From an optimization exercise on the open Yosys and OpenROAD flow, aimed at small area and a short achievable clock period; shortcuts taken in it are not production practice. RTL that was checked went through simulation tests only; none was proved equivalent to the original. Function not checked in run 1: the RTL went through the layout flow alone. Power figures rest on the tool's default switching activity, not on a simulated workload.

==> flow/design.v, too long to show whole: its modules and the start of the top module <==
// module fir_filter: 904 lines
// module fir_fa: 6 lines
// module fir_pg: 6 lines
module fir_filter (clk, reset, x, y);
  // ...
==> flow/flow/run.sh <==
#!/bin/bash
set -euo pipefail
export SETUP_SLACK_MARGIN=5.5
export BUFFER_PORTS_ARGS="-buffer_cell sky130_fd_sc_hd__buf_2"
bash standard.sh > make_finish.log 2>&1
==> flow/standard.sh <==
#!/bin/bash
# synth_recipe.tcl (not shown) runs the flow's synth.tcl, then flattens the netlist and writes it again
# the make line also repeats each setting of config.mk as NAME=value (left out here)
make -C /OpenROAD-flow-scripts/flow DESIGN_CONFIG=/design/flow/config.mk WORK_HOME=/design/flow/orfs CLKGATE_MAP_FILE= SYNTH_SCRIPT=/design/flow/synth_recipe.tcl "${@:-finish}"
==> flow/config.mk <==
export PLATFORM = sky130hd
export DESIGN_NAME = fir_filter
export DESIGN_NICKNAME = fir_filter
export VERILOG_FILES = /design/flow/design.v
export SDC_FILE = /design/flow/constraint.sdc
export NUM_CORES = 4
export LEC_CHECK = 0
export ABC_CLOCK_PERIOD_IN_PS = 2500
export CAP_MARGIN = 20
export CORE_MARGIN = 2
export CORE_UTILIZATION = 40
export CTS_BUF_LIST = sky130_fd_sc_hd__clkbuf_4 sky130_fd_sc_hd__clkbuf_8
export CTS_CLUSTER_DIAMETER = 50
export CTS_CLUSTER_SIZE = 16
export SLEW_MARGIN = 20
export SYNTH_HIERARCHICAL = 1
export SYNTH_MINIMUM_KEEP_SIZE = 0
==> flow/constraint.sdc <==
create_clock -name core_clock -period 8.0 [get_ports {clk}]
set_input_delay 1.6000 -clock core_clock [delete_from_list [all_inputs] [get_ports {clk}]]
set_output_delay 1.6000 -clock core_clock [all_outputs]
set_load 0.01 [all_outputs]
==> notes.md, run 1 <==
- Hold EP: h5[31]
- TritonRoute pass-1 iters: 4
- Commonest non-fill, non-tap cell in the layout: dfrtp_1
- Post-CTS setup buffers: 5
- Nonclk buf count: 87
- Switching part of the total: a little over a third
- # diodes: 2
- Clock-cell share of area: about 4.5%
- CORE AREA: 0.05120 mm2
- Die height: around 230 um
- Total power: 8.798 mW
- Cts hold-fix bufs: 0
- Min-Delay Path Class: reg2reg
- Combinational share of power: between 40 and 50%
- Final worst slack: around 5200 ps
- Status: complete, no violations
- Multi-input gate area: between 0.009 and 0.01 mm2
- Adder-Cell Fraction of Synth Area: 40.62%
- Worst Reg-to-Reg Cells: 12
- Routed len/inst: 17.93 um
- Syn avg cell area: approximately 18 um2
- Final GP Congestion: roughly 0.76
- Worst setup startpoint: y_reg[6]
- P&R area growth vs syn: 13.78%
- F_max: 361.3 MHz
- Root buffer cell: clkbuf_8
- Sequential share of cell area: between 40% and 50%
- Worst flop-to-flop path endpoint: y_reg[31]
==> inputs of run 2 (changes only) <==
--- a/flow/design.v
+++ b/flow/design.v
@@ -877,18 +877,18 @@
   wire y_dG49 = y_d_g[24] | (y_d_p[24] & y_dG27);
   wire y_dG50 = y_d_g[26] | (y_d_p[26] & y_dG36);
   wire y_dG51 = y_d_g[28] | (y_d_p[28] & y_dG30);
   wire y_dG52 = y_d_g[30] | (y_d_p[30] & y_dG37);
   wire [31:0] y_d = {y_d_p[31] ^ y_dG52, y_d_p[30] ^ y_dG37, y_d_p[29] ^ y_dG51, y_d_p[28] ^ y_dG30, y_d_p[27] ^ y_dG50, y_d_p[26] ^ y_dG36, y_d_p[25] ^ y_dG49, y_d_p[24] ^ y_dG27, y_d_p[23] ^ y_dG48, y_d_p[22] ^ y_dG35, y_d_p[21] ^ y_dG47, y_d_p[20] ^ y_dG29, y_d_p[19] ^ y_dG46, y_d_p[18] ^ y_dG34, y_d_p[17] ^ y_dG45, y_d_p[16] ^ y_dG26, y_d_p[15] ^ y_dG44, y_d_p[14] ^ y_dG33, y_d_p[13] ^ y_dG43, y_d_p[12] ^ y_dG28, y_d_p[11] ^ y_dG42, y_d_p[10] ^ y_dG32, y_d_p[9] ^ y_dG41, y_d_p[8] ^ y_dG23, y_d_p[7] ^ y_dG40, y_d_p[6] ^ y_dG31, y_d_p[5] ^ y_dG39, y_d_p[4] ^ y_dG16, y_d_p[3] ^ y_dG38, y_d_p[2] ^ y_dG1, y_d_p[1] ^ y_d_g[0], y_d_p[0]};
   always @(posedge clk or posedge reset) begin
     if (reset) begin
       h0 <= 32'd0; h1 <= 32'd0; h2 <= 32'd0; h3 <= 32'd0; h4 <= 32'd0; h5 <= 32'd0; h6 <= 32'd0;
-      t0 <= 32'hffffffd8;
-      t1 <= 32'h00000032;
+      t0 <= 32'h0000000a;
+      t1 <= 32'h00000000;
       r0 <= 32'h00000004;
       r1 <= 32'h00000000;
       q0 <= 32'h00000000;
       q1 <= 32'h00000000;
       y_reg <= 32'd0;
     end else begin
       h0 <= x; h1 <= h0; h2 <= h1; h3 <= h2; h4 <= h3; h5 <= h4; h6 <= h5;
       t0 <= t0_d;
==> flow/config.mk (replaced) <==
export PLATFORM = sky130hd
export DESIGN_NAME = fir_filter
export DESIGN_NICKNAME = fir_filter
export VERILOG_FILES = /design/flow/design.v
export SDC_FILE = /design/flow/constraint.sdc
export NUM_CORES = 4
export LEC_CHECK = 0
export ABC_CLOCK_PERIOD_IN_PS = 2500
export CAP_MARGIN = 20
export CORE_MARGIN = 2
export CORE_UTILIZATION = 40
export CTS_BUF_LIST = sky130_fd_sc_hd__clkbuf_8 sky130_fd_sc_hd__clkbuf_16
export CTS_CLUSTER_DIAMETER = 50
export CTS_CLUSTER_SIZE = 20
export SLEW_MARGIN = 20
export SYNTH_HIERARCHICAL = 1
export SYNTH_MINIMUM_KEEP_SIZE = 0
==> run 2 against run 1 <==
Effect of this change: global-route usage shrank 0.12 points; power grew 1.9%; setup slack gained 66 ps; still clean on timing, DRC and antenna; critical path depth is the same; clock power grew about 20%.
==> notes.md, run 2 <==
- Status: complete, no violations (unchanged)
- Unrepaired setup endpoints after global routing: yes (unchanged)
- Commonest non-fill, non-tap cell in the layout: dfrtp_1 (unchanged)
- Final GP Congestion: 0.7513 (was 0.7633)
- Longest Clk Path Bufs: 3 (unchanged)
- Final #Nets: 1745 (was 1752)
- Max Cap Viol: 0 (unchanged)
- CP Buf/Inv Count: 1 (unchanged)
- Starting Density: 40.37% (was 40.44%)
- Count leader, synth: dfrtp_1 (unchanged)
- Total grt overflow: 0 (unchanged)
- # diodes: 0 (was 2)
- Die area: 0.05350 mm2 (was 0.05359 mm2)
- CORE AREA: 0.05120 mm2 (unchanged)
- Max incr delay on CP: 390 ps (was 410 ps)
- TritonRoute pass-1 iters: 4 (unchanged)
- Largest family of logic cells by synthesized area: adder cells (unchanged)
- Final TNS setup: 0 ps (unchanged)
- Post-route minimum period: 2702 ps (was 2768 ps)
- Yosys top cell area share: 52.79% (was 49.19%)
- Worst setup startpoint: y_reg[11] (was y_reg[6])
- Worst R2R Start: q0[1] (unchanged)
- Mapped Area: 0.02067 mm2 (was 0.02070 mm2)
- Slew Limit Fails: 0 (unchanged)
- Critical path data arrival time: 1100 ps (was 1170 ps)
- Adder-Cell Fraction of Synth Area: 40.69% (was 40.62%)
- Number of global-route vias before repair: 10564 (was 10792)
- Top FF cell, synth: dfrtp_1 (unchanged)
- Crit path cell chain: buf_2 (unchanged)
- Final worst slack: 5298 ps (was 5232 ps)
- Final period util: 33.77% (was 34.60%)
- Die height: 231.3 um (was 231.5 um)
- Synth cell count leaders: 436 x dfrtp_1, 387 x fa_1, 171 x inv_1 (was 407 x dfrtp_1, 387 x fa_1, 171 x inv_1)
- Row cnt: 83 (unchanged)
- Final Hold Viols: 0 (unchanged)
- Largest net degree at the start of global routing: 124 (was 141)
- Worst Setup EP: y[11] (was y[6])
- Synth Area in Compound Gates: 1.344% (was 1.342%)
- I/O Buffers: 65 (unchanged)
- Post-synth top area cell: dfrtp_1 (unchanged)
- Gate Count Post-Synth: 1146 (unchanged)
- Post-synth EDFFs: 0 (unchanged)
- Initial antenna violation count: 3 (was 4)
- Worst flop-to-flop path endpoint: y_reg[31] (unchanged)
- Multiplexer share of the synthesized area: 0% (unchanged)
- CTS tree: yes (unchanged)
- TritonCTS Buffers: 39 (was 43)
- Most frequent cells in the layout: 383 x dfrtp_1, 343 x fa_1, 168 x inv_1, 59 x buf_2, 53 x dfrtp_2 (was 350 x dfrtp_1, 342 x fa_1, 167 x inv_1, 58 x buf_2, 57 x dfrtp_2)
- Sequential cell area fraction in the yosys report: 53.17% (was 53.25%)
- Clk pin slew, worst setup/hold paths: 70 ps (was 90 ps)
- CP delay by family, top: flip-flops (unchanged)
- Slew margin rel.: 55.72% (was 60.39%)
- Via density: 4.379 (was 4.398)
- Net Count, Synth: 1620 (unchanged)
- Min-Delay Path Class: reg2reg (unchanged)
- Peak VDD IR: 0.1655 mV (was 0.1250 mV)
- Total power: 8.961 mW (was 8.798 mW)
- Synthesized flop and latch total: 439 (unchanged)
- H-Tree Depth: 2 (unchanged)
- DRT iter0 DRCs: 436 (was 425)
- DP HPWL: 26640 um (was 26980 um)
- Total clock sinks: 439 (unchanged)
- Post-synthesis xor/xnor area fraction: 0.6357% (was 0.6346%)
- Routed len/inst: 17.68 um (was 17.93 um)
- Global Route Usage Sum: 14.40% (was 14.52%)
- Drt drc: 0 (unchanged)
- F_max: 370.2 MHz (was 361.3 MHz)
- Syn. warnings: 7 (unchanged)
- P&R area growth vs syn: 14.82% (was 13.78%)
- P_leak: 10.44 nW (was 10.29 nW)
- Least-Margin Pin Slew: 664.1 ps (was 594.2 ps)
- # setup viols final: 0 (unchanged)
- Asr flop ratio synth: 100.0% (unchanged)
- Remaining antenna violation count: 0 (unchanged)
- Die W: 231.3 um (was 231.5 um)
- R2r setup slk: 5530 ps (was 5500 ps)
- Clock latency on the worst-skew pair: 570 ps (was 620 ps)
- Total Wirelength: 35040 um (was 35740 um)
- Cts hold-fix bufs: 0 (unchanged)
- Power density cells: 377.6 mW/mm2 (was 373.5 mW/mm2)
- First-pass GRT wire length: 58980 um (was 59480 um)
- Total number of vias: 8680 (was 8766)
- Root buffer cell: clkbuf_16 (was clkbuf_8)
- Setup crit end kind: output pin (unchanged)
- Worst Reg-to-Reg Cells: 11 (was 12)
- Worst slack, placed: 4608 ps (was 4478 ps)
- Final clock skew: 19.20 ps (was 24.06 ps)
- Number of top-level pins: 66 (unchanged)
- Levels on crit path: 1 (unchanged)
- Crit Path Category: reg2out (unchanged)
- Crit path required time: 6400 ps (about the same)
- Area contributors post-synth: dfrtp_1 53%, fa_1 37%, ha_1 3.2%, inv_1 3.1%, xnor2_1 0.64% (was dfrtp_1 49%, fa_1 37%, dfstp_2 4.1%, ha_1 3.2%, inv_1 3.1%)
- Layout cells sized above 1: 22.20% (was 25.78%)
- Fill count: 4337 (was 4303)
- CP Max Fanout: 1 (unchanged)
- Syn avg cell area: 18.03 um2 (was 18.07 um2)
- Synth Area in Simple Gates: 1.029% (was 1.027%)
- CP max-delay cell: dfrtp_1 (unchanged)
- Cell variety after synth: 33 (unchanged)
- Crit start category: register (unchanged)
==> run 2: cell count changes after synthesis <==
cell,change
dfrtp_1,+29
dfstp_2,-29
==> run 2: cell type report <==
type / count / area [um2] / share of cell area [%]
Clock inverter: 29 / 331.6 / 1.397
Clock buffer: 43 / 1042 / 4.392
Sequential cell: 439 / 11060 / 46.59
Multi-Input combinational cell: 536 / 9225 / 38.87
Timing Repair Buffer: 84 / 579.3 / 2.441
Inverter: 171 / 645.6 / 2.721
Tap cell: 680 / 850.8 / 3.585
==> run 2: timing repair <==
item                                   4_1_cts  5_1_grt
cloned                                       1        0
setup buffers                                3       10
setup endpoints to repair                  253       86
pin swaps                                   10       19
endpoints found under the hold margin        0        0
resized for setup                           30       76
==> run 2: where the power goes <==
group          switching [mW]  internal, mW  total [mW]
clock                   0.934          1.03        1.97
combinational            1.92          1.82        3.74
sequential              0.322          2.94        3.26
==> run 2: how the worst min path moves through the flow <==
| stage | endpoint | slack, ps | from | cells past startpoint |
|---|---|---|---|---|
| finish | h5[31] | 350 | h4[31] | 0 |
| global route | q1[0] | 360 | r0[0] | 0 |
| CTS | h5[31] | 360 | h4[31] | 0 |
| detailed placement | h5[31] | 340 | h4[31] | 0 |
| global placement | h5[31] | 330 | h4[31] | 0 |
| floorplan | h1[31] | 330 | h0[31] | 0 |
==> run 2: metrics by stage <==
stage          instances  utilization, %  area, um2  hold slack [ps]
2_1_floorplan       1146               -      20740            331.2
3_3_place_gp        1895           42.92      21970            332.9
3_5_place_dp        1895           42.92      21970            338.1
4_1_cts             1971           45.88      23490            355.3
5_1_grt             1982           46.35      23730            359.5
6_report            1982           46.35      23730            352.2
==> run 2: logic make-up after synthesis <==
family                     count (synthesis)
and+or+nand+nor                           42
other                                      1
AOI/OAI and AO/OA                         38
adders and majority gates                440
buffers and inverters                    171
xor gates and xnor gates                  15
DFF                                      439
==> run 2: modules after synthesis, one instance, submodules excluded <==
| module | copies in the design | cells inside |
|---|---|---|
| fir_pg | 1 | 32 |
| fir_fa | 387 | 1 |
| fir_filter | 1 | 727 |
==> run 2: worst register-to-register path, stage by stage (launching register included) <==
cell	delay [ps]
dfrtp_2	430
ha_4	290
ha_4	140
o211ai_1	140
a211oi_2	250
a21oi_2	90
o21ai_4	240
a31oi_4	180
o31ai_2	250
ha_1	210
nor2_2	40
xnor2_1	110
==> run 2: metal layers <==
| metal | track usage, % | wire length, um |
|---|---|---|
| met5 | 0 | 44 |
| met4 | 3.891 | 658 |
| met3 | 3.383 | 1527 |
| met2 | 21.22 | 15870 |
| met1 | 21.64 | 16940 |
==> inputs of run 3 (changes only) <==
--- a/flow/config.mk
+++ b/flow/config.mk
@@ -9,9 +9,9 @@
 export CAP_MARGIN = 20
 export CORE_MARGIN = 2
 export CORE_UTILIZATION = 40
-export CTS_BUF_LIST = sky130_fd_sc_hd__clkbuf_8 sky130_fd_sc_hd__clkbuf_16
-export CTS_CLUSTER_DIAMETER = 50
-export CTS_CLUSTER_SIZE = 20
+export CTS_BUF_LIST = sky130_fd_sc_hd__clkbuf_16
+export CTS_CLUSTER_DIAMETER = 60
+export CTS_CLUSTER_SIZE = 24
 export SLEW_MARGIN = 20
 export SYNTH_HIERARCHICAL = 1
 export SYNTH_MINIMUM_KEEP_SIZE = 0
==> run 3 against run 2 <==
Effect of this change: still clean on timing, DRC and antenna; clock skew is 2.3 ps higher; design area down 0.26%; register-to-register slack about the same; global-route usage up 0.15 points.
==> notes.md, run 3 <==
- Area contributors post-synth: dfrtp_1 53%, fa_1 37%, ha_1 3.2%, inv_1 3.1%, xnor2_1 0.64% (unchanged)
- Combinational share of power: 42.6% (was 41.7%)
- Layout cells sized above 1: 23.04% (was 22.20%)
- Unrepaired setup endpoints after global routing: yes (unchanged)
- Total Wirelength: 35320 um (was 35040 um)
- Hold path start: h4[31] (unchanged)
- P_leak: 10.39 nW (was 10.44 nW)
- Worst slack, placed: 4608 ps (unchanged)
- Multi-input gate area: 0.009253 mm2 (was 0.009225 mm2)
- Worst R2R Start: q0[1] (unchanged)
- Syn. warnings: 7 (unchanged)
- Largest family of logic cells by synthesized area: adder cells (unchanged)
- Top FF cell, synth: dfrtp_1 (unchanged)
- CP Max Fanout: 1 (unchanged)
- Final period util: 33.60% (was 33.77%)
- CP max-delay cell: dfrtp_1 (unchanged)
- Mapped Area: 0.02067 mm2 (unchanged)
- Min-Delay Path Class: reg2reg (unchanged)
- First-pass GRT wire length: 59320 um (was 58980 um)
- TritonCTS Buffers: 35 (was 39)
- Total number of vias: 8617 (was 8680)
- Syn avg cell area: 18.03 um2 (unchanged)
- Multiplexer share of the synthesized area: 0% (unchanged)
- Starting Density: 40.37% (unchanged)
- Clock Power Share: 20.7% (was 21.9%)
- Number of global-route vias before repair: 10508 (was 10564)
- Total grt overflow: 0 (unchanged)
- Least-Margin Pin Slew: 648.5 ps (was 664.1 ps)
- Power Internal: 5.736 mW (was 5.787 mW)
- Max incr delay on CP: 400 ps (was 390 ps)
- Status: complete, no violations (unchanged)
- Final worst slack: 5312 ps (was 5298 ps)
- Clk pin slew, worst setup/hold paths: 80 ps (was 70 ps)
- Final Hold Viols: 0 (unchanged)
- Root buffer cell: clkbuf_16 (unchanged)
- Die W: 231.3 um (unchanged)
- Post-synth top area cell: dfrtp_1 (unchanged)
- Asr flop ratio synth: 100.0% (unchanged)
- Crit path required time: 6400 ps (about the same)
- Net Count, Synth: 1620 (unchanged)
- Synthesized flop and latch total: 439 (unchanged)
- Synth cell count leaders: 436 x dfrtp_1, 387 x fa_1, 171 x inv_1 (unchanged)
- Sequential cell area fraction in the yosys report: 53.17% (unchanged)
- P&R area growth vs syn: 14.52% (was 14.82%)
- WHS Path Cells: 0 (unchanged)
- Switching part of the total: 35.42% (was 35.43%)
- Global Route Usage Sum: 14.56% (was 14.40%)
- Synth Area in Compound Gates: 1.344% (unchanged)
- Drt drc: 0 (unchanged)
- Final clock skew: 21.46 ps (was 19.20 ps)
- Fill count: 4357 (was 4337)
- Critical path data arrival time: 1090 ps (was 1100 ps)
- Most frequent cells in the layout: 380 x dfrtp_1, 338 x fa_1, 164 x inv_1, 59 x buf_2, 56 x dfrtp_2 (was 383 x dfrtp_1, 343 x fa_1, 168 x inv_1, 59 x buf_2, 53 x dfrtp_2)
- Cts hold-fix bufs: 0 (unchanged)
- CP delay by family, top: flip-flops (unchanged)
- Peak VDD IR: 0.1355 mV (was 0.1655 mV)
- Gate Count Post-Synth: 1146 (unchanged)
- Slew margin rel.: 56.76% (was 55.72%)
- Final #Nets: 1746 (was 1745)
- Initial antenna violation count: 3 (unchanged)
- DP HPWL: 26640 um (unchanged)
- Routed len/inst: 17.86 um (was 17.68 um)
- # setup viols final: 0 (unchanged)
- F_max: 372.0 MHz (was 370.2 MHz)
- Setup crit end kind: output pin (unchanged)
- Crit path cell chain: buf_6 (was buf_2)
- Die area: 0.05350 mm2 (unchanged)
- Row cnt: 83 (unchanged)
- Commonest non-fill, non-tap cell in the layout: dfrtp_1 (unchanged)
- Remaining antenna violation count: 0 (unchanged)
- Post-synth EDFFs: 0 (unchanged)
- Via density: 4.356 (was 4.379)
- TritonRoute pass-1 iters: 6 (was 4)
- Final GP Congestion: 0.7513 (unchanged)
- Die height: 231.3 um (unchanged)
- Total power: 8.882 mW (was 8.961 mW)
- CTS tree: yes (unchanged)
- Clock latency on the worst-skew pair: 560 ps (was 570 ps)
- R2r setup slk: 5540 ps (was 5530 ps)
- Register Area: 0.01106 mm2 (about the same)
- Crit start category: register (unchanged)
- Power density cells: 375.3 mW/mm2 (was 377.6 mW/mm2)
- Longest Clk Path Bufs: 3 (unchanged)
- Hold EP: h5[31] (unchanged)
- Yosys top cell area share: 52.79% (unchanged)
- CP Buf/Inv Count: 1 (unchanged)
- Crit Path Category: reg2out (unchanged)
- Sequential share of power: 36.7% (was 36.4%)
- Post-route minimum period: 2688 ps (was 2702 ps)
- # diodes: 0 (unchanged)
- Post-synthesis xor/xnor area fraction: 0.6357% (unchanged)
- Slew Limit Fails: 0 (unchanged)
- Number of top-level pins: 66 (unchanged)
- Cell variety after synth: 33 (unchanged)
- Worst flop-to-flop path endpoint: y_reg[31] (unchanged)
- Total clock sinks: 439 (unchanged)
- Worst Reg-to-Reg Cells: 11 (unchanged)
- I/O Buffers: 65 (unchanged)
- CORE AREA: 0.05120 mm2 (unchanged)
- H-Tree Depth: 2 (unchanged)
- Synth Area in Simple Gates: 1.029% (unchanged)
- Max Cap Viol: 0 (unchanged)
- Count leader, synth: dfrtp_1 (unchanged)
- Final TNS setup: 0 ps (unchanged)
- NetSw: 3.146 mW (was 3.175 mW)
- Adder-Cell Fraction of Synth Area: 40.69% (unchanged)
- DRT iter0 DRCs: 420 (was 436)
- Largest net degree at the start of global routing: 124 (unchanged)
-- run 3: timing repair --
item                                    4_1_cts  5_1_grt
pin swaps                                    11       21
buffers inserted                              4       14
cloned                                        1        0
endpoints found under the setup margin      257       86
gates resized for setup                      34       87
-- run 3: metrics by stage --
| step | instance area, um2 | cells | utilization (%) | hold slack, ps |
|---|---|---|---|---|
| after detailed placement | 21970 | 1895 | 42.92 | 338.1 |
| after global placement | 21970 | 1895 | 42.92 | 332.9 |
| after global routing | 23670 | 1978 | 46.23 | 362.6 |
| final | 23670 | 1978 | 46.23 | 354.0 |
| after floorplan | 20740 | 1146 | - | 331.2 |
| after CTS | 23360 | 1963 | 45.64 | 356.4 |
-- run 3: area by class of cell --
type,count,share of cell area (%)
Clock buffer,37,3.912
Sequential cell,439,46.73
Tap cell,680,3.595
Timing Repair Buffer,89,2.659
Multi-Input combinational cell,536,39.09
Inverter,171,2.728
Clock inverter,26,1.285
-- run 3: worst max path at each step --
stage,from,to,depth (start not counted)
2_1_floorplan,reset,h0[10],1
3_3_place_gp,reset,h6[5],3
3_5_place_dp,reset,h4[7],3
4_1_cts,y_reg[11],y[11],1
5_1_grt,y_reg[11],y[11],1
6_report,y_reg[10],y[10],1
-- run 3: layer usage --
layer	part of all wire (%)	global-route usage (%)	vias up
met1	48	21.94	4769
met3	4.2	3.408	45
met5	0.11	0	-
met4	2.3	4.032	6
li1	-	-	3696
met2	45	21.32	101
-- run 3: power groups by stage --
| stage | logic, mW | clock network, mW | registers [mW] |
|---|---|---|---|
| final | 3.78 | 1.84 | 3.26 |
| after detailed placement | 3.71 | 0 | 3.31 |
| after CTS | 3.80 | 1.91 | 3.27 |
| after floorplan | 2.64 | 0 | 3.26 |
| after global placement | 3.55 | 0 | 3.29 |
| after global routing | 4.49 | 2.00 | 3.33 |
-- run 3: kinds of logic (layout without fill, tap and decap cells) --
kind of cell	after synthesis	count (layout)
fa+ha+maj	440	440
flops	439	439
buf+inv	171	323
simple gates	42	42
compound gates	38	38
xor+xnor	15	15
other cells	1	1
-- run 3: per-module statistics from Yosys (local to each module, per instance) --
module | times used | flops+latches | cell area, um2
fir_filter | 1 | 439 | 12520
fir_fa | 387 | 0 | 20.02
fir_pg | 1 | 0 | 400.4
==> inputs of run 4 (changes only) <==
--- a/flow/config.mk
+++ b/flow/config.mk
@@ -8,7 +8,7 @@
 export ABC_CLOCK_PERIOD_IN_PS = 2500
 export CAP_MARGIN = 20
 export CORE_MARGIN = 2
-export CORE_UTILIZATION = 40
+export CORE_UTILIZATION = 65
 export CTS_BUF_LIST = sky130_fd_sc_hd__clkbuf_16
 export CTS_CLUSTER_DIAMETER = 60
 export CTS_CLUSTER_SIZE = 24
==> run 4 against run 3 <==
Effect of this change: synthesized cell count did not move; via count rose by 1.7%; combinational power rose by 5.3%; setup slack got worse by 15 ps; final cell count fell by 14%; sequential share of layout area rose by 0.52 points; critical path depth did not move.
==> notes.md, run 4 <==
- Total power: 9.070 mW (was 8.882 mW)
- Multiplexer share of the synthesized area: 0% (unchanged)
- Placed cell count: 1618 (was 1895)
- Total clock sinks: 439 (unchanged)
- Worst flop-to-flop path endpoint: y_reg[31] (unchanged)
- Total Wirelength: 34190 um (was 35320 um)
- Min-Delay Path Class: reg2reg (unchanged)
- Max incr delay on CP: 420 ps (was 400 ps)
- Power density cells: 387.5 mW/mm2 (was 375.3 mW/mm2)
- CP max-delay cell: dfrtp_1 (unchanged)
- Clk pin slew, worst setup/hold paths: 80 ps (about the same)
- Syn avg cell area: 18.03 um2 (unchanged)
- Slew Limit Fails: 0 (unchanged)
- # setup viols final: 0 (unchanged)
- Clock latency on the worst-skew pair: 530 ps (was 560 ps)
- P&R area growth vs syn: 13.26% (was 14.52%)
- Fill count: 1899 (was 4357)
- TritonRoute pass-1 iters: 4 (was 6)
- Levels on crit path: 1 (unchanged)
- DRT iter0 DRCs: 432 (was 420)
- Commonest non-fill, non-tap cell in the layout: dfrtp_1 (unchanged)
- CP Max Fanout: 1 (unchanged)
- First-pass GRT wire length: 58620 um (was 59320 um)
- Core Util, Final: 74.57% (was 46.23%)
- Starting Density: 65.83% (was 40.37%)
- Most frequent cells in the layout: 380 x dfrtp_1, 337 x fa_1, 165 x inv_1, 56 x dfrtp_2, 56 x buf_2 (was 380 x dfrtp_1, 338 x fa_1, 164 x inv_1, 59 x buf_2, 56 x dfrtp_2)
- Setup crit end kind: output pin (unchanged)
- Worst setup startpoint: y_reg[26] (was y_reg[10])
- Worst Setup EP: y[26] (was y[10])
- H-Tree Depth: 2 (unchanged)
- Synth cell count leaders: 436 x dfrtp_1, 387 x fa_1, 171 x inv_1 (unchanged)
- Clock Power Share: 20.1% (was 20.7%)
- GR peak layer: met2 (was met1)
- Sequential share of power: 36.0% (was 36.7%)
- Peak VDD IR: 0.2329 mV (was 0.1355 mV)
- Number of top-level pins: 66 (unchanged)
- Worst R2R Start: q0[1] (unchanged)
- Cts hold-fix bufs: 0 (unchanged)
- Die W: 182.3 um (was 231.3 um)
- Area contributors post-synth: dfrtp_1 53%, fa_1 37%, ha_1 3.2%, inv_1 3.1%, xnor2_1 0.64% (unchanged)
- Longest Clk Path Bufs: 3 (unchanged)
- Count leader, synth: dfrtp_1 (unchanged)
- Post-synth EDFFs: 0 (unchanged)
- Fin cells: 1698 (was 1978)
- Yosys top cell area share: 52.79% (unchanged)
- CORE AREA: 0.03139 mm2 (was 0.05120 mm2)
- Synth Area in Simple Gates: 1.029% (unchanged)
- Largest family of logic cells by synthesized area: adder cells (unchanged)
- Post-route minimum period: 2703 ps (was 2688 ps)
- Total grt overflow: 0 (unchanged)
- R2r setup slk: 5380 ps (was 5540 ps)
- Grt met3 use: 3.253% (was 3.408%)
- Syn. warnings: 7 (unchanged)
- Power Internal: 5.795 mW (was 5.736 mW)
- Hold path start: h4[31] (unchanged)
- Final Hold Viols: 0 (unchanged)
- Least-Margin Pin Slew: 553.2 ps (was 648.5 ps)
- Drt drc: 0 (unchanged)
- Crit Path Category: reg2out (unchanged)
- Worst slack, placed: 4641 ps (was 4608 ps)
- Final worst slack: 5297 ps (was 5312 ps)
- CTS tree: yes (unchanged)
- CP delay by family, top: flip-flops (unchanged)
- Final clock skew: 22.68 ps (was 21.46 ps)
- Crit path required time: 6400 ps (about the same)
- Synth Area in Compound Gates: 1.344% (unchanged)
- P_leak: 10.39 nW (about the same)
- Switching part of the total: 36.11% (was 35.42%)
- Via density: 5.160 (was 4.356)
- Synthesized flop and latch total: 439 (unchanged)
- Status: complete, no violations (unchanged)
- Final GP Congestion: 0.8122 (was 0.7513)
- Met1 usage: 36.19% (was 21.94%)
- Worst Reg-to-Reg Cells: 12 (was 11)
- DP HPWL: 25560 um (was 26640 um)
- Cell variety after synth: 33 (unchanged)
- I/O Buffers: 65 (unchanged)
- Post-synthesis xor/xnor area fraction: 0.6357% (unchanged)
- Sequential cell area fraction in the yosys report: 53.17% (unchanged)
- Gate Count Post-Synth: 1146 (unchanged)
- Global Route Usage Sum: 23.59% (was 14.56%)
- Row cnt: 65 (was 83)
- Layout cells sized above 1: 23.38% (was 23.04%)
- Grt met2 use: 38.00% (was 21.32%)
- Max Cap Viol: 0 (unchanged)
- Routed len/inst: 20.14 um (was 17.86 um)
- F_max: 370.0 MHz (was 372.0 MHz)
- Root buffer cell: clkbuf_16 (unchanged)
- Post-synth top area cell: dfrtp_1 (unchanged)
- Adder-Cell Fraction of Synth Area: 40.69% (unchanged)
- Unrepaired setup endpoints after global routing: yes (unchanged)
- NetSw: 3.275 mW (was 3.146 mW)
- Number of global-route vias before repair: 10825 (was 10508)
- Asr flop ratio synth: 100.0% (unchanged)
- Top FF cell, synth: dfrtp_1 (unchanged)
- Final #Nets: 1744 (was 1746)
- Total number of vias: 8762 (was 8617)
- Critical path data arrival time: 1100 ps (was 1090 ps)
- Combinational share of power: 43.9% (was 42.6%)
- Die area: 0.03324 mm2 (was 0.05350 mm2)
- Final TNS setup: 0 ps (unchanged)
- Crit path cell chain: buf_2 (was buf_6)
- TritonCTS Buffers: 36 (was 35)
- CP Buf/Inv Count: 1 (unchanged)
- # diodes: 0 (unchanged)
- Largest net degree at the start of global routing: 89 (was 124)
- Remaining antenna violation count: 0 (unchanged)
- Mapped Area: 0.02067 mm2 (unchanged)
- Initial antenna violation count: 0 (was 3)
- Net Count, Synth: 1620 (unchanged)
- Final period util: 33.79% (was 33.60%)
- Slew margin rel.: 63.12% (was 56.76%)
- Crit start category: register (unchanged)
- Die height: 182.3 um (was 231.3 um)
run 4: cell counts after synthesis:
No cell type changed its count.
run 4: modules after synthesis (local to each module, per instance):
module,flops+latches,cells inside,copies in the design,area [um2]
fir_filter,439,727,1,12520
fir_pg,0,32,1,400.4
fir_fa,0,1,387,20.02
run 4: logic make-up after synthesis:
kind of cell / Yosys count
AOI/OAI and AO/OA: 38
xor gates and xnor gates: 15
adders and majority gates: 440
buffers and inverters: 171
DFF: 439
other: 1
and+or+nand+nor: 42
run 4: power groups by stage:
stage / clock [mW] / sequential (mW) / combinational (mW)
2_1_floorplan: 0 / 3.26 / 2.64
3_3_place_gp: 0 / 3.29 / 3.55
3_5_place_dp: 0 / 3.30 / 3.74
4_1_cts: 1.88 / 3.27 / 4.00
5_1_grt: 1.97 / 3.33 / 4.67
6_report: 1.83 / 3.26 / 3.98
run 4: worst min path at each step:
stage,slack [ps],cells after the start,to
2_1_floorplan,330,0,h1[31]
6_report,350,0,h5[31]
3_5_place_dp,340,0,h5[31]
3_3_place_gp,330,0,h5[31]
5_1_grt,360,0,h5[31]
4_1_cts,350,0,h5[31]
run 4: stage by stage:
step | hold WS [ps] | area (um2)
after detailed placement | 335.6 | 21620
after global placement | 332.0 | 21620
after CTS | 351.5 | 23160
after global routing | 361.8 | 23410
after floorplan | 331.2 | 20740
final | 349.0 | 23410
run 4: layout make-up:
type                            count  area, um2  share of cell area [%]
Timing Repair Buffer               86      626.9                   2.678
Tap cell                          402      503.0                   2.149
Clock buffer                       37      925.9                   3.955
Inverter                          171      645.6                   2.758
Multi-Input combinational cell    536       9349                   39.94
Sequential cell                   439      11060                   47.24
Clock inverter                     27      299.0                   1.277
run 4: what timing repair did:
| action | in CTS | in global routing |
|---|---|---|
| resized for setup | 60 | 87 |
| pin swaps | 22 | 10 |
| gates cloned | 1 | 0 |
| setup endpoints to repair | 393 | 335 |
| setup buffers | 7 | 8 |
run 4: routing by layer:
layer  wire length, um  vias to the layer above  share of wire, %
li1                  -                     3686                 -
met1             15230                     4945                45
met2             17420                       90                51
met3              1038                       41               3.0
met4               500                        0               1.5
met5                 0                        -                 0
==> inputs of run 5 (changes only) <==
--- a/flow/config.mk
+++ b/flow/config.mk
@@ -8,10 +8,10 @@
 export ABC_CLOCK_PERIOD_IN_PS = 2500
 export CAP_MARGIN = 20
 export CORE_MARGIN = 2
-export CORE_UTILIZATION = 65
+export CORE_UTILIZATION = 40
 export CTS_BUF_LIST = sky130_fd_sc_hd__clkbuf_16
-export CTS_CLUSTER_DIAMETER = 60
-export CTS_CLUSTER_SIZE = 24
+export CTS_CLUSTER_DIAMETER = 90
+export CTS_CLUSTER_SIZE = 32
 export SLEW_MARGIN = 20
 export SYNTH_HIERARCHICAL = 1
 export SYNTH_MINIMUM_KEEP_SIZE = 0
==> run 5 against run 4 <==
Effect of this change: die area grew 61%; utilization shrank 29 points; largest power group unchanged; largest cell class unchanged; critical path depth did not move; register-to-register slack better by 140 ps; sequential power barely moved; flip-flop and latch count unchanged; clock power fell by about 30%.
==> notes.md, run 5 <==
- Crit path required time: 6400 ps (about the same)
- Max Cap Viol: 0 (unchanged)
- CP Buf/Inv Count: 1 (unchanged)
- H-Tree Depth: 1 (was 2)
- Longest Clk Path Bufs: 3 (unchanged)
- Status: complete, no violations (unchanged)
- Die area: 0.05350 mm2 (was 0.03324 mm2)
- Peak VDD IR: 0.1838 mV (was 0.2329 mV)
- Drt drc: 0 (unchanged)
- Remaining antenna violation count: 0 (unchanged)
- Crit path cell chain: buf_6 (was buf_2)
- Mapped Area: 0.02067 mm2 (unchanged)
- Clock Power Share: 15.4% (was 20.1%)
- Final clock skew: 21.31 ps (was 22.68 ps)
- Layout cells sized above 1: 21.19% (was 23.38%)
- # setup viols final: 0 (unchanged)
- Final TNS setup: 0 ps (unchanged)
- CP delay by family, top: flip-flops (unchanged)
- Crit start category: register (unchanged)
- P_leak: 10.16 nW (was 10.39 nW)
- Gate Count Post-Synth: 1146 (unchanged)
- Starting Density: 40.37% (was 65.83%)
- Combinational share of power: 45.4% (was 43.9%)
- Number of global-route vias before repair: 10306 (was 10825)
- Row cnt: 83 (was 65)
- Number of top-level pins: 66 (unchanged)
- Syn. warnings: 7 (unchanged)
- Cts hold-fix bufs: 0 (unchanged)
- Sequential cell area fraction in the yosys report: 53.17% (unchanged)
- Synth cell count leaders: 436 x dfrtp_1, 387 x fa_1, 171 x inv_1 (unchanged)
- Sequential share of power: 39.2% (was 36.0%)
- CTS tree: yes (unchanged)
- Max incr delay on CP: 420 ps (about the same)
- Global Route Usage Sum: 13.97% (was 23.59%)
- Yosys top cell area share: 52.79% (unchanged)
- Min-Delay Path Class: reg2reg (unchanged)
- Critical path data arrival time: 1100 ps (about the same)
- # diodes: 0 (unchanged)
- Power density cells: 358.5 mW/mm2 (was 387.5 mW/mm2)
- NetSw: 2.993 mW (was 3.275 mW)
- Net Count, Synth: 1620 (unchanged)
- Least-Margin Pin Slew: 661.7 ps (was 553.2 ps)
- Commonest non-fill, non-tap cell in the layout: dfrtp_1 (unchanged)
- Setup crit end kind: output pin (unchanged)
- CP Max Fanout: 1 (unchanged)
- Root buffer cell: clkbuf_16 (unchanged)
- Die W: 231.3 um (was 182.3 um)
- TritonCTS Buffers: 20 (was 36)
- Slew Limit Fails: 0 (unchanged)
- Die height: 231.3 um (was 182.3 um)
- Total clock sinks: 439 (unchanged)
- CORE AREA: 0.05120 mm2 (was 0.03139 mm2)
- Core Util, Final: 45.26% (was 74.57%)
- Via density: 4.349 (was 5.160)
- Switching part of the total: 36.03% (was 36.11%)
- Total Wirelength: 34480 um (was 34190 um)
- Total grt overflow: 0 (unchanged)
- Slew margin rel.: 55.89% (was 63.12%)
- Final GP Congestion: 0.7513 (was 0.8122)
- Final worst slack: 5298 ps (was 5297 ps)
- P&R area growth vs syn: 12.11% (was 13.26%)
- Most frequent cells in the layout: 381 x dfrtp_1, 337 x fa_1, 167 x inv_1, 59 x buf_2, 55 x dfrtp_2 (was 380 x dfrtp_1, 337 x fa_1, 165 x inv_1, 56 x dfrtp_2, 56 x buf_2)
- Post-synth top area cell: dfrtp_1 (unchanged)
- First-pass GRT wire length: 57850 um (was 58620 um)
- DRT iter0 DRCs: 401 (was 432)
- DP HPWL: 26640 um (was 25560 um)
- Crit Path Category: reg2out (unchanged)
- F_max: 370.2 MHz (was 370.0 MHz)
- Largest net degree at the start of global routing: 124 (was 89)
- Asr flop ratio synth: 100.0% (unchanged)
- Count leader, synth: dfrtp_1 (unchanged)
- Syn avg cell area: 18.03 um2 (unchanged)
- Total number of vias: 8497 (was 8762)
- Initial antenna violation count: 3 (was 0)
- Placed instance area: 0.02197 mm2 (was 0.02162 mm2)
- Cell area after layout: 0.02317 mm2 (was 0.02341 mm2)
- Total power: 8.307 mW (was 9.070 mW)
- TritonRoute pass-1 iters: 4 (unchanged)
- CP max-delay cell: dfrtp_1 (unchanged)
- I/O Buffers: 65 (unchanged)
- Synthesized flop and latch total: 439 (unchanged)
- Final Hold Viols: 0 (unchanged)
- Cell variety after synth: 33 (unchanged)
- Final period util: 33.77% (was 33.79%)
- Post-synth EDFFs: 0 (unchanged)
- Top FF cell, synth: dfrtp_1 (unchanged)
- Worst slack, placed: 4608 ps (was 4641 ps)
- Post-route minimum period: 2702 ps (was 2703 ps)
- Final #Nets: 1738 (was 1744)
- Clock latency on the worst-skew pair: 560 ps (was 530 ps)
- Power Internal: 5.314 mW (was 5.795 mW)
- Unrepaired setup endpoints after global routing: yes (unchanged)
- Routed len/inst: 17.64 um (was 20.14 um)
- Area contributors post-synth: dfrtp_1 53%, fa_1 37%, ha_1 3.2%, inv_1 3.1%, xnor2_1 0.64% (unchanged)
- Clk pin slew, worst setup/hold paths: 110 ps (was 80 ps)
==> run 5: worst paths after layout <==
path                       slack, ps  depth (start not counted)       from        end
hold reg to reg                  350                          0     h4[31]     h5[31]
setup reg to reg                5520                         11      q0[1]  y_reg[31]
hold / removal                   350                          0     h4[31]     h5[31]
max in group asynchronous       5760                          4      reset      h2[2]
setup / recovery                5300                          1  y_reg[10]      y[10]
min in group asynchronous       1010                          2      reset     q0[31]
==> run 5: power groups by stage <==
stage                     sequential, mW  clock (mW)  combinational [mW]
final                               3.26        1.28                3.77
after global routing                3.33        1.42                4.47
after CTS                           3.26        1.33                3.78
after detailed placement            3.31           0                3.71
after global placement              3.29           0                3.55
after floorplan                     3.26           0                2.64
==> run 5: logic make-up (layout without fill, tap and decap cells) <==
group	Yosys count	after routing	share of synthesized area (%)
AOI/OAI and AO/OA	38	38	1.344
and+or+nand+nor	42	42	1.029
buffers and inverters	171	299	3.106
adders and majority gates	440	440	40.70
other	1	1	0.01814
xor gates and xnor gates	15	15	0.6357
DFF	439	439	53.17
==> run 5: metrics by stage <==
stage | hold slack (ps) | instances
floorplan | 331.2 | 1146
global placement | 332.9 | 1895
detailed placement | 338.1 | 1895
CTS | 348.4 | 1933
global route | 371.1 | 1954
finish | 348.6 | 1954
==> run 5: repair_timing <==
action,CTS,global route
endpoints found under the setup margin,255,93
pin swaps,12,24
gates cloned,1,0
gates resized for setup,35,80
setup buffers,5,20
==> run 5: layer usage <==
layer,wire length [um],track usage (%),vias up,part of all wire [%]
met2,15780,21.03,86,46
met3,1308,2.276,35,3.8
li1,-,-,3649,-
met4,543,2.923,6,1.6
met5,40,0,-,0.12
met1,16810,21.64,4721,49
==> run 5: area by class of cell <==
cell class / count / area [um2]
fill: 4406 / 28030
timing repair buffer: 96 / 681.9
tap: 680 / 850.8
clock inverter: 11 / 156.4
sequential: 439 / 11060
multi-input combinational: 536 / 9251
inverter: 171 / 645.6
clock buffer: 21 / 525.5
==> run 5: modules after synthesis, one instance, submodules excluded <==
module	flip-flops and latches	cells inside
fir_filter	439	727
fir_pg	0	32
fir_fa	0	1
==> inputs of run 6 (changes only) <==
--- a/flow/config.mk
+++ b/flow/config.mk
@@ -10,7 +10,7 @@
 export CORE_MARGIN = 2
 export CORE_UTILIZATION = 40
 export CTS_BUF_LIST = sky130_fd_sc_hd__clkbuf_16
-export CTS_CLUSTER_DIAMETER = 90
+export CTS_CLUSTER_DIAMETER = 80
 export CTS_CLUSTER_SIZE = 32
 export SLEW_MARGIN = 20
 export SYNTH_HIERARCHICAL = 1
==> run 6 against run 5 <==
Effect of this change: still clean; register-to-register slack got worse by 30 ps; via count increased by 1.0%; synthesized cell count unchanged; area after synthesis unchanged; design area increased by 0.78%; wire length increased by 0.79%; clock power increased by 16%; die area unchanged; critical path type unchanged.
==> notes.md, run 6 <==
- Status: complete, no violations (unchanged)
- Drt drc: 0 (unchanged)
- Starting Density: 40.37% (unchanged)
- Layout cells sized above 1: 22.00% (was 21.19%)
- Longest Clk Path Bufs: 3 (unchanged)
- Via density: 4.376 (was 4.349)
- Most frequent cells in the layout: 381 x dfrtp_1, 334 x fa_1, 166 x inv_1, 59 x buf_2, 55 x dfrtp_2 (was 381 x dfrtp_1, 337 x fa_1, 167 x inv_1, 59 x buf_2, 55 x dfrtp_2)
- First-pass GRT wire length: 58370 um (was 57850 um)
- Top FF cell, synth: dfrtp_1 (unchanged)
- Syn. warnings: 7 (unchanged)
- Final clock skew: 22.58 ps (was 21.31 ps)
- Asr flop ratio synth: 100.0% (unchanged)
- Final Hold Viols: 0 (unchanged)
- Crit Path Category: reg2out (unchanged)
- Remaining antenna violation count: 0 (unchanged)
- Area contributors post-synth: dfrtp_1 53%, fa_1 37%, ha_1 3.2%, inv_1 3.1%, xnor2_1 0.64% (unchanged)
- Routed len/inst: 17.71 um (was 17.64 um)
- Cts hold-fix bufs: 0 (unchanged)
- Commonest non-fill, non-tap cell in the layout: dfrtp_1 (unchanged)
- Total number of vias: 8586 (was 8497)
- R2r setup slk: 5490 ps (was 5520 ps)
- Total Wirelength: 34750 um (was 34480 um)
- Cell variety after synth: 33 (unchanged)
- Hold path start: h4[31] (unchanged)
- Max incr delay on CP: 410 ps (was 420 ps)
- Final GP Congestion: 0.7513 (unchanged)
- Crit start category: register (unchanged)
- Row cnt: 83 (unchanged)
- Slew margin rel.: 55.45% (was 55.89%)
- Total clock sinks: 439 (unchanged)
- Synth Area in Compound Gates: 1.344% (unchanged)
- Number of global-route vias before repair: 10406 (was 10306)
- Initial antenna violation count: 3 (unchanged)
- DRT iter0 DRCs: 413 (was 401)
- CORE AREA: 0.05120 mm2 (unchanged)
- Clk pin slew, worst setup/hold paths: 110 ps (about the same)
- Post-synth top area cell: dfrtp_1 (unchanged)
- Final period util: 34.08% (was 33.77%)
- Worst R2R Start: h2[14] (was q0[1])
- Worst flop-to-flop path endpoint: t1[17] (was y_reg[31])
- Mapped Area: 0.02067 mm2 (unchanged)
- CP max-delay cell: dfrtp_1 (unchanged)
- WHS Path Cells: 0 (unchanged)
- Post-synth EDFFs: 0 (unchanged)
- TritonCTS Buffers: 24 (was 20)
- Synth Area in Simple Gates: 1.029% (unchanged)
- Number of top-level pins: 66 (unchanged)
- Gate Count Post-Synth: 1146 (unchanged)
- Sequential cell area fraction in the yosys report: 53.17% (unchanged)
- Crit path required time: 6400 ps (about the same)
- Die height: 231.3 um (unchanged)
- Slew Limit Fails: 0 (unchanged)
- TritonRoute pass-1 iters: 4 (unchanged)
- Largest family of logic cells by synthesized area: adder cells (unchanged)
- # setup viols final: 0 (unchanged)
- Critical path data arrival time: 1130 ps (was 1100 ps)
- Root buffer cell: clkbuf_16 (unchanged)
- Count leader, synth: dfrtp_1 (unchanged)
- CP Buf/Inv Count: 1 (unchanged)
- Die area: 0.05350 mm2 (unchanged)
- Post-synthesis xor/xnor area fraction: 0.6357% (unchanged)
- Max Cap Viol: 0 (unchanged)
- Total power: 8.494 mW (was 8.307 mW)
- Die W: 231.3 um (unchanged)
- Crit path cell chain: buf_2 (was buf_6)
- Total grt overflow: 0 (unchanged)
- # diodes: 0 (unchanged)
- Final TNS setup: 0 ps (unchanged)
- Synth cell count leaders: 436 x dfrtp_1, 387 x fa_1, 171 x inv_1 (unchanged)
- Hold EP: h5[31] (unchanged)
- Post-route minimum period: 2726 ps (was 2702 ps)
- Syn avg cell area: 18.03 um2 (unchanged)
- Yosys top cell area share: 52.79% (unchanged)
- Min-Delay Path Class: reg2reg (unchanged)
- Net Count, Synth: 1620 (unchanged)
- CP delay by family, top: flip-flops (unchanged)
- Least-Margin Pin Slew: 668.3 ps (was 661.7 ps)
- DP HPWL: 26640 um (unchanged)
- Largest net degree at the start of global routing: 124 (unchanged)
- H-Tree Depth: 1 (unchanged)
- I/O Buffers: 65 (unchanged)
- Multiplexer share of the synthesized area: 0% (unchanged)
- Adder-Cell Fraction of Synth Area: 40.69% (unchanged)
- P_leak: 10.23 nW (was 10.16 nW)
- Worst setup startpoint: y_reg[11] (was y_reg[10])
- Unrepaired setup endpoints after global routing: yes (unchanged)
- Final #Nets: 1738 (unchanged)
- Peak VDD IR: 0.1652 mV (was 0.1838 mV)
- CP Max Fanout: 1 (unchanged)
- Synthesized flop and latch total: 439 (unchanged)
- Clock latency on the worst-skew pair: 570 ps (was 560 ps)
- Power density cells: 363.8 mW/mm2 (was 358.5 mW/mm2)
- CTS tree: yes (unchanged)
- F_max: 366.8 MHz (was 370.2 MHz)
- Setup crit end kind: output pin (unchanged)
- Global Route Usage Sum: 14.13% (was 13.97%)
- P&R area growth vs syn: 12.99% (was 12.11%)
- Worst Reg-to-Reg Cells: 5 (was 11)
run 6: cell count changes in the layout (fill, tap and decap cells not counted), sizes merged:
cell | before | now
clkbuf | 21 | 25
inv | 174 | 181
buf | 95 | 91
clkinvlp | 1 | 2
run 6: layout make-up:
| cell class | count | area, um2 |
|---|---|---|
| clock buffer | 25 | 625.6 |
| clock inverter | 19 | 271.5 |
| fill | 4394 | 27850 |
| inverter | 171 | 645.6 |
| multi-input combinational | 536 | 9248 |
| sequential | 439 | 11060 |
| tap | 680 | 850.8 |
| timing repair buffer | 92 | 651.9 |
run 6: cell families after synthesis:
family | after synthesis
adder cells (fa/ha/maj) | 440
flip-flops | 439
buffers and inverters | 171
AND/OR/NAND/NOR | 42
AO/OA/AOI/OAI | 38
XOR/XNOR | 15
other | 1
run 6: worst max-delay path by stage:
stage                        end  cells past startpoint
final                      y[11]                      1
after global routing       y[11]                      1
after CTS                  y[11]                      1
after detailed placement   h4[7]                      3
after global placement     h6[5]                      3
after floorplan           h0[10]                      1
run 6: repair_timing:
item                                    CTS  global route
endpoints found under the setup margin  259            87
gates cloned                              1             0
pin swaps                                 9            19
setup buffers                             4            17
resized for setup                        39            79
run 6: report_power, final:
part	switching (mW)	total, mW	internal (mW)
clock	0.820	1.49	0.666
combinational	1.93	3.75	1.83
sequential	0.324	3.26	2.93
run 6: metal layers:
metal | share of wire, % | GRT usage, % | vias up
met5 | 0.11 | 0 | -
met4 | 1.7 | 3.327 | 6
met2 | 46 | 21.25 | 96
li1 | - | - | 3669
met3 | 3.9 | 2.424 | 38
met1 | 48 | 21.64 | 4777
run 6: per-module statistics from Yosys (local to each module, per instance):
module / cells inside / times used / cell area (um2) / flip-flops and latches
fir_filter: 727 / 1 / 12520 / 439
fir_pg: 32 / 1 / 400.4 / 0
fir_fa: 1 / 387 / 20.02 / 0
run 6: metrics by stage:
step	cell area (um2)	hold WS (ps)	worst slack (ps)	utilization (%)	std cells
3_3_place_gp	21970	332.9	4669	42.92	1895
2_1_floorplan	20740	331.2	471.2	-	1146
5_1_grt	23350	366.0	5218	45.61	1962
6_report	23350	356.2	5274	45.61	1962
4_1_cts	23030	359.5	5241	44.98	1944
3_5_place_dp	21970	338.1	4608	42.92	1895
==> inputs of run 7 (changes only) <==
==> flow/flow/run.sh (replaced) <==
#!/bin/bash
set -euo pipefail
export SETUP_SLACK_MARGIN=5.2
export BUFFER_PORTS_ARGS="-buffer_cell sky130_fd_sc_hd__buf_2"
bash standard.sh > make_finish.log 2>&1
--- a/flow/config.mk
+++ b/flow/config.mk
@@ -10,7 +10,7 @@
 export CORE_MARGIN = 2
 export CORE_UTILIZATION = 40
 export CTS_BUF_LIST = sky130_fd_sc_hd__clkbuf_16
-export CTS_CLUSTER_DIAMETER = 80
+export CTS_CLUSTER_DIAMETER = 90
 export CTS_CLUSTER_SIZE = 32
 export SLEW_MARGIN = 20
 export SYNTH_HIERARCHICAL = 1
==> run 7 against run 6 <==
Effect of this change: register-to-register slack worse by 50 ps; global-route usage fell by 0.70 points; worst hold slack better by 3.0 ps; largest power group unchanged; still clean; via count is 1.6% lower; maximum frequency rose by 1.5%; clock-buffer cell count shrank 6; flip-flop and latch count did not move; clock skew down 2.4 ps; utilization shrank 1.6 points; sequential share of layout area is 1.5 points higher; highest routed layer unchanged.
==> notes.md, run 7 <==
- Status: complete, no violations (unchanged)
- P&R area growth vs syn: 8.966% (was 12.99%)
- Power density cells: 350.0 mW/mm2 (was 363.8 mW/mm2)
- NetSw: 2.824 mW (was 3.069 mW)
- Syn avg cell area: 18.03 um2 (unchanged)
- Levels on crit path: 1 (unchanged)
- Via density: 4.377 (was 4.376)
- I/O Buffers: 65 (unchanged)
- Die area: 0.05350 mm2 (unchanged)
- Syn. warnings: 7 (unchanged)
- Slew margin rel.: 49.30% (was 55.45%)
- CORE AREA: 0.05120 mm2 (unchanged)
- Sequential cell area fraction in the yosys report: 53.17% (unchanged)
- Commonest non-fill, non-tap cell in the layout: dfrtp_1 (unchanged)
- Total grt overflow: 0 (unchanged)
- Post-synth top area cell: dfrtp_1 (unchanged)
- Crit start category: register (unchanged)
- Net Count, Synth: 1620 (unchanged)
- Clock latency on the worst-skew pair: 550 ps (was 570 ps)
- Root buffer cell: clkbuf_16 (unchanged)
- Number of top-level pins: 66 (unchanged)
- WHS Path Cells: 0 (unchanged)
- Placed cell count: 1896 (was 1895)
- Drt drc: 0 (unchanged)
- CP max-delay cell: dfrtp_1 (unchanged)
- Crit path cell chain: buf_2 (unchanged)
- # diodes: 0 (unchanged)
- Final clock skew: 20.15 ps (was 22.58 ps)
- H-Tree Depth: 1 (unchanged)
- Sequential share of power: 41.1% (was 38.3%)
- Final TNS setup: 0 ps (unchanged)
- Asr flop ratio synth: 100.0% (unchanged)
- Starting Density: 40.37% (unchanged)
- Initial antenna violation count: 4 (was 3)
- Fill count: 4442 (was 4394)
- CP Buf/Inv Count: 1 (unchanged)
- # setup viols final: 0 (unchanged)
- Remaining antenna violation count: 0 (unchanged)
- Number of global-route vias before repair: 10233 (was 10406)
- Slew Limit Fails: 0 (unchanged)
- Synthesized flop and latch total: 439 (unchanged)
- Gate Count Post-Synth: 1146 (unchanged)
- Setup crit end kind: output pin (unchanged)
- DRT iter0 DRCs: 474 (was 413)
- Worst Reg-to-Reg Cells: 11 (was 5)
- Combinational share of power: 44.5% (was 44.2%)
- Top FF cell, synth: dfrtp_1 (unchanged)
- Layout cells sized above 1: 9.120% (was 22.00%)
- Longest Clk Path Bufs: 3 (unchanged)
- Final period util: 33.58% (was 34.08%)
- Die height: 231.3 um (unchanged)
- Total number of vias: 8448 (was 8586)
- Least-Margin Pin Slew: 760.5 ps (was 668.3 ps)
- Mapped Area: 0.02067 mm2 (unchanged)
- Row cnt: 83 (unchanged)
- Critical path data arrival time: 1090 ps (was 1130 ps)
- Post-route minimum period: 2686 ps (was 2726 ps)
- Yosys top cell area share: 52.79% (unchanged)
- TritonCTS Buffers: 18 (was 24)
- Post-synth EDFFs: 0 (unchanged)
- Synth cell count leaders: 436 x dfrtp_1, 387 x fa_1, 171 x inv_1 (unchanged)
- Total Wirelength: 32960 um (was 34750 um)
- P_leak: 10.08 nW (was 10.23 nW)
- Unrepaired setup endpoints after global routing: no (was yes)
- Worst slack, placed: 4330 ps (was 4608 ps)
- Max Cap Viol: 0 (unchanged)
- Clk pin slew, worst setup/hold paths: 110 ps (about the same)
- DP HPWL: 25840 um (was 26640 um)
- Final #Nets: 1715 (was 1738)
- Die W: 231.3 um (unchanged)
- Peak VDD IR: 0.1581 mV (was 0.1652 mV)
- Crit path required time: 6400 ps (about the same)
- Clock Power Share: 14.4% (was 17.5%)
- Cell variety after synth: 33 (unchanged)
- Routed len/inst: 17.08 um (was 17.71 um)
- F_max: 372.3 MHz (was 366.8 MHz)
- Final Hold Viols: 0 (unchanged)
- Max incr delay on CP: 410 ps (about the same)
- Final GP Congestion: 0.7356 (was 0.7513)
- CTS tree: yes (unchanged)
- Crit Path Category: reg2out (unchanged)
- Area contributors post-synth: dfrtp_1 53%, fa_1 37%, ha_1 3.2%, inv_1 3.1%, xnor2_1 0.64% (unchanged)
- CP delay by family, top: flip-flops (unchanged)
- CP Max Fanout: 1 (unchanged)
- Switching part of the total: 35.83% (was 36.13%)
- TritonRoute pass-1 iters: 4 (unchanged)
- Most frequent cells in the layout: 434 x dfrtp_1, 387 x fa_1, 175 x inv_1, 65 x buf_2, 53 x ha_1 (was 381 x dfrtp_1, 334 x fa_1, 166 x inv_1, 59 x buf_2, 55 x dfrtp_2)
- Power Internal: 5.057 mW (was 5.425 mW)
- Count leader, synth: dfrtp_1 (unchanged)
- Largest net degree at the start of global routing: 175 (was 124)
- Min-Delay Path Class: reg2reg (unchanged)
- First-pass GRT wire length: 56320 um (was 58370 um)
- Total clock sinks: 439 (unchanged)
- Fin cells: 1930 (was 1962)
- Final worst slack: 5314 ps (was 5274 ps)
- Global Route Usage Sum: 13.43% (was 14.13%)
## run 7: cell count changes in the layout (fill, tap and decap cells not counted), moves of 9 or more
cell	previous run	this run
dfrtp_1	381	434
ha_1	43	53
buf_4	21	5
dfrtp_2	55	2
fa_1	334	387
fa_2	53	0
inv_1	166	175
## run 7: path summary, 6_finish.rpt
path	startpoint	endpoint	slack (ps)
min	h4[31]	h5[31]	360
min reg2reg	h4[31]	h5[31]	360
max	y_reg[15]	y[15]	5310
max reg2reg	q0[1]	y_reg[13]	5440
min in group asynchronous	reset	q1[31]	980
max in group asynchronous	reset	h6[11]	5510
## run 7: cell type report
| type | instances | area, um2 | share of cell area (%) |
|---|---|---|---|
| Sequential cell | 439 | 10990 | 48.81 |
| Multi-Input combinational cell | 536 | 9036 | 40.12 |
| Tap cell | 680 | 850.8 | 3.778 |
| Inverter | 171 | 645.6 | 2.867 |
| Clock buffer | 19 | 475.5 | 2.111 |
| Timing Repair Buffer | 75 | 449.2 | 1.995 |
| Clock inverter | 10 | 71.32 | 0.3167 |
## run 7: cells by family (layout without fill, tap and decap cells)
kind of cell / after synthesis / after routing / synth area share, %
compound gates: 38 / 38 / 1.344
xor+xnor: 15 / 15 / 0.6357
fa+ha+maj: 440 / 440 / 40.70
buf+inv: 171 / 275 / 3.106
flops: 439 / 439 / 53.17
other cells: 1 / 1 / 0.01814
simple gates: 42 / 42 / 1.029
## run 7: metal layers
layer / track usage, % / wire [um]
met1: 21.38 / 16320
met2: 19.43 / 14740
met3: 2.461 / 1364
met4: 2.702 / 489
met5: 0 / 46
## run 7: metrics by stage
step | area, um2 | util (%) | total power, mW | hold slack, ps
2_1_floorplan | 20670 | - | 5.856 | 331.2
3_3_place_gp | 21900 | 42.77 | 6.785 | 331.4
3_5_place_dp | 21900 | 42.77 | 6.927 | 336.4
4_1_cts | 22450 | 43.85 | 8.084 | 361.7
5_1_grt | 22520 | 43.99 | 8.807 | 378.1
6_report | 22520 | 43.99 | 7.881 | 359.2
## run 7: what timing repair did
| item | CTS | global route |
|---|---|---|
| hold buffers | 0 | 0 |
| setup buffers | 0 | 4 |
| pin swaps | 0 | 2 |
| gates resized for setup | 1 | 5 |
| cloned | 0 | 1 |
| endpoints found under the setup margin | 330 | 342 |
## run 7: power by group through the flow
stage	Combinational, mW	Sequential [mW]	Clock [mW]
final	3.51	3.24	1.14
after global routing	4.22	3.31	1.28
after CTS	3.64	3.25	1.19
after detailed placement	3.63	3.30	0
after global placement	3.49	3.29	0
after floorplan	2.60	3.26	0
## run 7: per-module statistics from Yosys, one instance, submodules excluded
module / cells / copies in the design / flops+latches / cell area (um2)
fir_pg: 32 / 1 / 0 / 400.4
fir_fa: 1 / 387 / 0 / 20.02
fir_filter: 727 / 1 / 439 / 12520
==> inputs of run 8 (changes only) <==
==> flow/flow/run.sh (replaced) <==
#!/bin/bash
set -euo pipefail
export SETUP_SLACK_MARGIN=5.3
export BUFFER_PORTS_ARGS="-buffer_cell sky130_fd_sc_hd__buf_2"
bash standard.sh > make_finish.log 2>&1
--- a/flow/config.mk
+++ b/flow/config.mk
@@ -5,6 +5,7 @@
 export SDC_FILE = /design/flow/constraint.sdc
 export NUM_CORES = 4
 export LEC_CHECK = 0
+export ABC_AREA = 1
 export ABC_CLOCK_PERIOD_IN_PS = 2500
 export CAP_MARGIN = 20
 export CORE_MARGIN = 2
==> run 8 against run 7 <==
Effect of this change: worst hold slack improved by 0.66 ps; still clean on timing, DRC and antenna; die area about the same; clock-buffer cell count increased by 4; maximum frequency decreased by 1.7%; non-clock buffer count decreased by 5; synthesized cell count increased by 1.7%; sequential power about the same; highest routed layer is now met4; via count decreased by 0.88%; global-route usage decreased by 0.63 points; setup slack got worse by 46 ps; flip-flop and latch count unchanged; final cell count increased by 1.5%; critical endpoint is now y[11].
==> notes.md, run 8 <==
- Status: complete, no violations (unchanged)
- I/O Buffers: 65 (unchanged)
- Sequential share of power: 40.1% (was 41.1%)
- # setup viols final: 0 (unchanged)
- Crit path required time: 6400 ps (about the same)
- Net Count, Synth: 1640 (was 1620)
- Crit path cell chain: buf_2 (unchanged)
- Post-synth EDFFs: 0 (unchanged)
- Hold EP: h1[31] (was h5[31])
- Final clock skew: 22.87 ps (was 20.15 ps)
- Min-Delay Path Class: reg2reg (unchanged)
- CP Buf/Inv Count: 1 (unchanged)
- Worst Reg-to-Reg Cells: 5 (was 11)
- Final TNS setup: 0 ps (unchanged)
- Critical path data arrival time: 1130 ps (was 1090 ps)
- Number of top-level pins: 66 (unchanged)
- # diodes: 0 (unchanged)
- Final period util: 34.16% (was 33.58%)
- Initial antenna violation count: 0 (was 4)
- CORE AREA: 0.05120 mm2 (unchanged)
- CP delay by family, top: flip-flops (unchanged)
- Synth cell count leaders: 436 x dfrtp_1, 387 x fa_1, 184 x inv_1 (was 436 x dfrtp_1, 387 x fa_1, 171 x inv_1)
- Die height: 231.4 um (was 231.3 um)
- Power density cells: 354.0 mW/mm2 (was 350.0 mW/mm2)
- Routed len/inst: 15.93 um (was 17.08 um)
- Cell variety after synth: 25 (was 33)
- Slew Limit Fails: 0 (unchanged)
- Sequential cell area fraction in the yosys report: 53.14% (was 53.17%)
- Fill count: 4438 (was 4442)
- Switching part of the total: 35.83% (about the same)
- Final worst slack: 5267 ps (was 5314 ps)
- Most frequent cells in the layout: 435 x dfrtp_1, 387 x fa_1, 185 x inv_1, 63 x buf_2, 53 x ha_1 (was 434 x dfrtp_1, 387 x fa_1, 175 x inv_1, 65 x buf_2, 53 x ha_1)
- DP HPWL: 23990 um (was 25840 um)
- Least-Margin Pin Slew: 832.4 ps (was 760.5 ps)
- Largest net degree at the start of global routing: 154 (was 175)
- Total clock sinks: 439 (unchanged)
- Final GP Congestion: 0.7439 (was 0.7356)
- Longest Clk Path Bufs: 3 (unchanged)
- TritonRoute pass-1 iters: 4 (unchanged)
- Gate Count Post-Synth: 1166 (was 1146)
- Hold path start: h0[31] (was h4[31])
- Combinational share of power: 42.5% (was 44.5%)
- Yosys top cell area share: 52.76% (was 52.79%)
- Clock Power Share: 17.4% (was 14.4%)
- Root buffer cell: clkbuf_16 (unchanged)
- Row cnt: 83 (unchanged)
- WHS Path Cells: 0 (unchanged)
- Placed cell count: 1915 (was 1896)
- TritonCTS Buffers: 23 (was 18)
- Cell area after layout: 0.02278 mm2 (was 0.02252 mm2)
- Area contributors post-synth: dfrtp_1 53%, fa_1 37%, inv_1 3.3%, ha_1 3.2%, xnor2_1 0.59% (was dfrtp_1 53%, fa_1 37%, ha_1 3.2%, inv_1 3.1%, xnor2_1 0.64%)
- Cts hold-fix bufs: 0 (unchanged)
- Die area: 0.05353 mm2 (was 0.05350 mm2)
- Count leader, synth: dfrtp_1 (unchanged)
- Crit start category: register (unchanged)
- Synthesized flop and latch total: 439 (unchanged)
- Power Internal: 5.175 mW (was 5.057 mW)
- Worst slack, placed: 4449 ps (was 4330 ps)
- P&R area growth vs syn: 10.15% (was 8.966%)
- Slew margin rel.: 44.51% (was 49.30%)
- R2r setup slk: 5480 ps (was 5440 ps)
- Syn. warnings: 7 (unchanged)
- Clock latency on the worst-skew pair: 570 ps (was 550 ps)
- Starting Density: 40.39% (was 40.37%)
- Crit Path Category: reg2out (unchanged)
- Peak VDD IR: 0.1706 mV (was 0.1581 mV)
- Total number of vias: 8374 (was 8448)
- Via density: 4.277 (was 4.377)
- Setup crit end kind: output pin (unchanged)
- Syn avg cell area: 17.73 um2 (was 18.03 um2)
- Die W: 231.4 um (was 231.3 um)
- Mapped Area: 0.02068 mm2 (was 0.02067 mm2)
- F_max: 366.0 MHz (was 372.3 MHz)
- Top FF cell, synth: dfrtp_1 (unchanged)
- Remaining antenna violation count: 0 (unchanged)
- Final Hold Viols: 0 (unchanged)
- Commonest non-fill, non-tap cell in the layout: dfrtp_1 (unchanged)
- NetSw: 2.889 mW (was 2.824 mW)
- Levels on crit path: 1 (unchanged)
- H-Tree Depth: 1 (unchanged)
- CP max-delay cell: dfrtp_1 (unchanged)
- Total power: 8.064 mW (was 7.881 mW)
- DRT iter0 DRCs: 482 (was 474)
- Max Cap Viol: 0 (unchanged)
- Max incr delay on CP: 420 ps (was 410 ps)
- Total Wirelength: 31180 um (was 32960 um)
- Post-synth top area cell: dfrtp_1 (unchanged)
- Number of global-route vias before repair: 10044 (was 10233)
- Fin cells: 1958 (was 1930)
- Asr flop ratio synth: 100.0% (unchanged)
- Final #Nets: 1735 (was 1715)
- Post-route minimum period: 2733 ps (was 2686 ps)
- CTS tree: yes (unchanged)
- Clk pin slew, worst setup/hold paths: 110 ps (about the same)
- Total grt overflow: 0 (unchanged)
- CP Max Fanout: 1 (unchanged)
- Worst R2R Start: h2[11] (was q0[1])
- Worst flop-to-flop path endpoint: r1[15] (was y_reg[13])
- P_leak: 10.27 nW (was 10.08 nW)
- Drt drc: 0 (unchanged)
- Unrepaired setup endpoints after global routing: yes (was no)
- Global Route Usage Sum: 12.80% (was 13.43%)
- Placed instance area: 0.02191 mm2 (was 0.02190 mm2)
- Layout cells sized above 1: 10.41% (was 9.120%)
- First-pass GRT wire length: 54070 um (was 56320 um)
-- run 8: cell types whose count changed in the layout (fill, tap and decap cells not counted), moves of 5 or more --
cell,change
clkinv_8,+5
inv_1,+10
nand2_2,+7
o21ai_0,-6
nand2_1,+16
-- run 8: per-stage QoR --
step	utilization [%]	hold slack (ps)
finish	44.49	359.8
global route	44.49	381.2
CTS	44.47	364.3
detailed placement	42.80	337.3
global placement	42.80	334.3
floorplan	-	331.2
-- run 8: cells by family after synthesis --
| group | Yosys count | synth area share, % |
|---|---|---|
| simple gates | 67 | 1.585 |
| other cells | 1 | 0.01813 |
| flops | 439 | 53.14 |
| compound gates | 19 | 0.5869 |
| xor+xnor | 15 | 0.6353 |
| fa+ha+maj | 440 | 40.67 |
| buf+inv | 185 | 3.358 |
-- run 8: timing repair --
item / 4_1_cts / 5_1_grt
setup endpoints to repair: 101 / 108
pin swaps: 0 / 0
setup buffers: 0 / 1
gates cloned: 0 / 0
resized for setup: 3 / 3
-- run 8: area by class of cell --
type / instances / area, um2 / share of cell area [%]
inverters: 185 / 698.2 / 3.065
multi-input cells: 542 / 8995 / 39.49
well taps: 680 / 850.8 / 3.735
clock inverters: 19 / 260.3 / 1.143
flip-flops and latches: 439 / 10990 / 48.25
repair buffers: 70 / 407.9 / 1.791
clock buffers: 23 / 575.6 / 2.527
-- run 8: per-module statistics from Yosys (local to each module, per instance) --
| module | cells | area, um2 | copies in the design |
|---|---|---|---|
| fir_fa | 1 | 20.02 | 387 |
| fir_filter | 747 | 12530 | 1 |
| fir_pg | 32 | 400.4 | 1 |
-- run 8: how the worst max path moves through the flow --
stage               startpoint  endpoint  slack [ps]
finish               y_reg[11]     y[11]        5270
global route         y_reg[11]     y[11]        5220
CTS                  y_reg[11]     y[11]        5220
detailed placement       reset     t1[1]        4450
global placement         reset     t0[2]        4510
floorplan                reset    h0[10]         470
-- run 8: per-layer routing --
metal,share of wire [%],GRT usage [%]
met5,0,0
met4,1.7,2.984
met3,2.4,1.501
met2,45,18.75
met1,51,20.56
-- run 8: power groups by stage --
| stage | clock network, mW | logic [mW] | registers, mW |
|---|---|---|---|
| final | 1.41 | 3.42 | 3.23 |
| after global routing | 1.56 | 4.15 | 3.31 |
| after floorplan | 0 | 2.58 | 3.26 |
| after CTS | 1.48 | 3.56 | 3.25 |
| after global placement | 0 | 3.42 | 3.29 |
| after detailed placement | 0 | 3.53 | 3.29 |

Re-timed with assumed drivers on the ports (clkbuf_16 on the clock, buf_2 on other inputs), run 8 has 5.210 ns of setup slack against 5.267 ns with ideal ports, and 4.983 ns once port delays also move by the mid clock arrival of 0.615 ns.
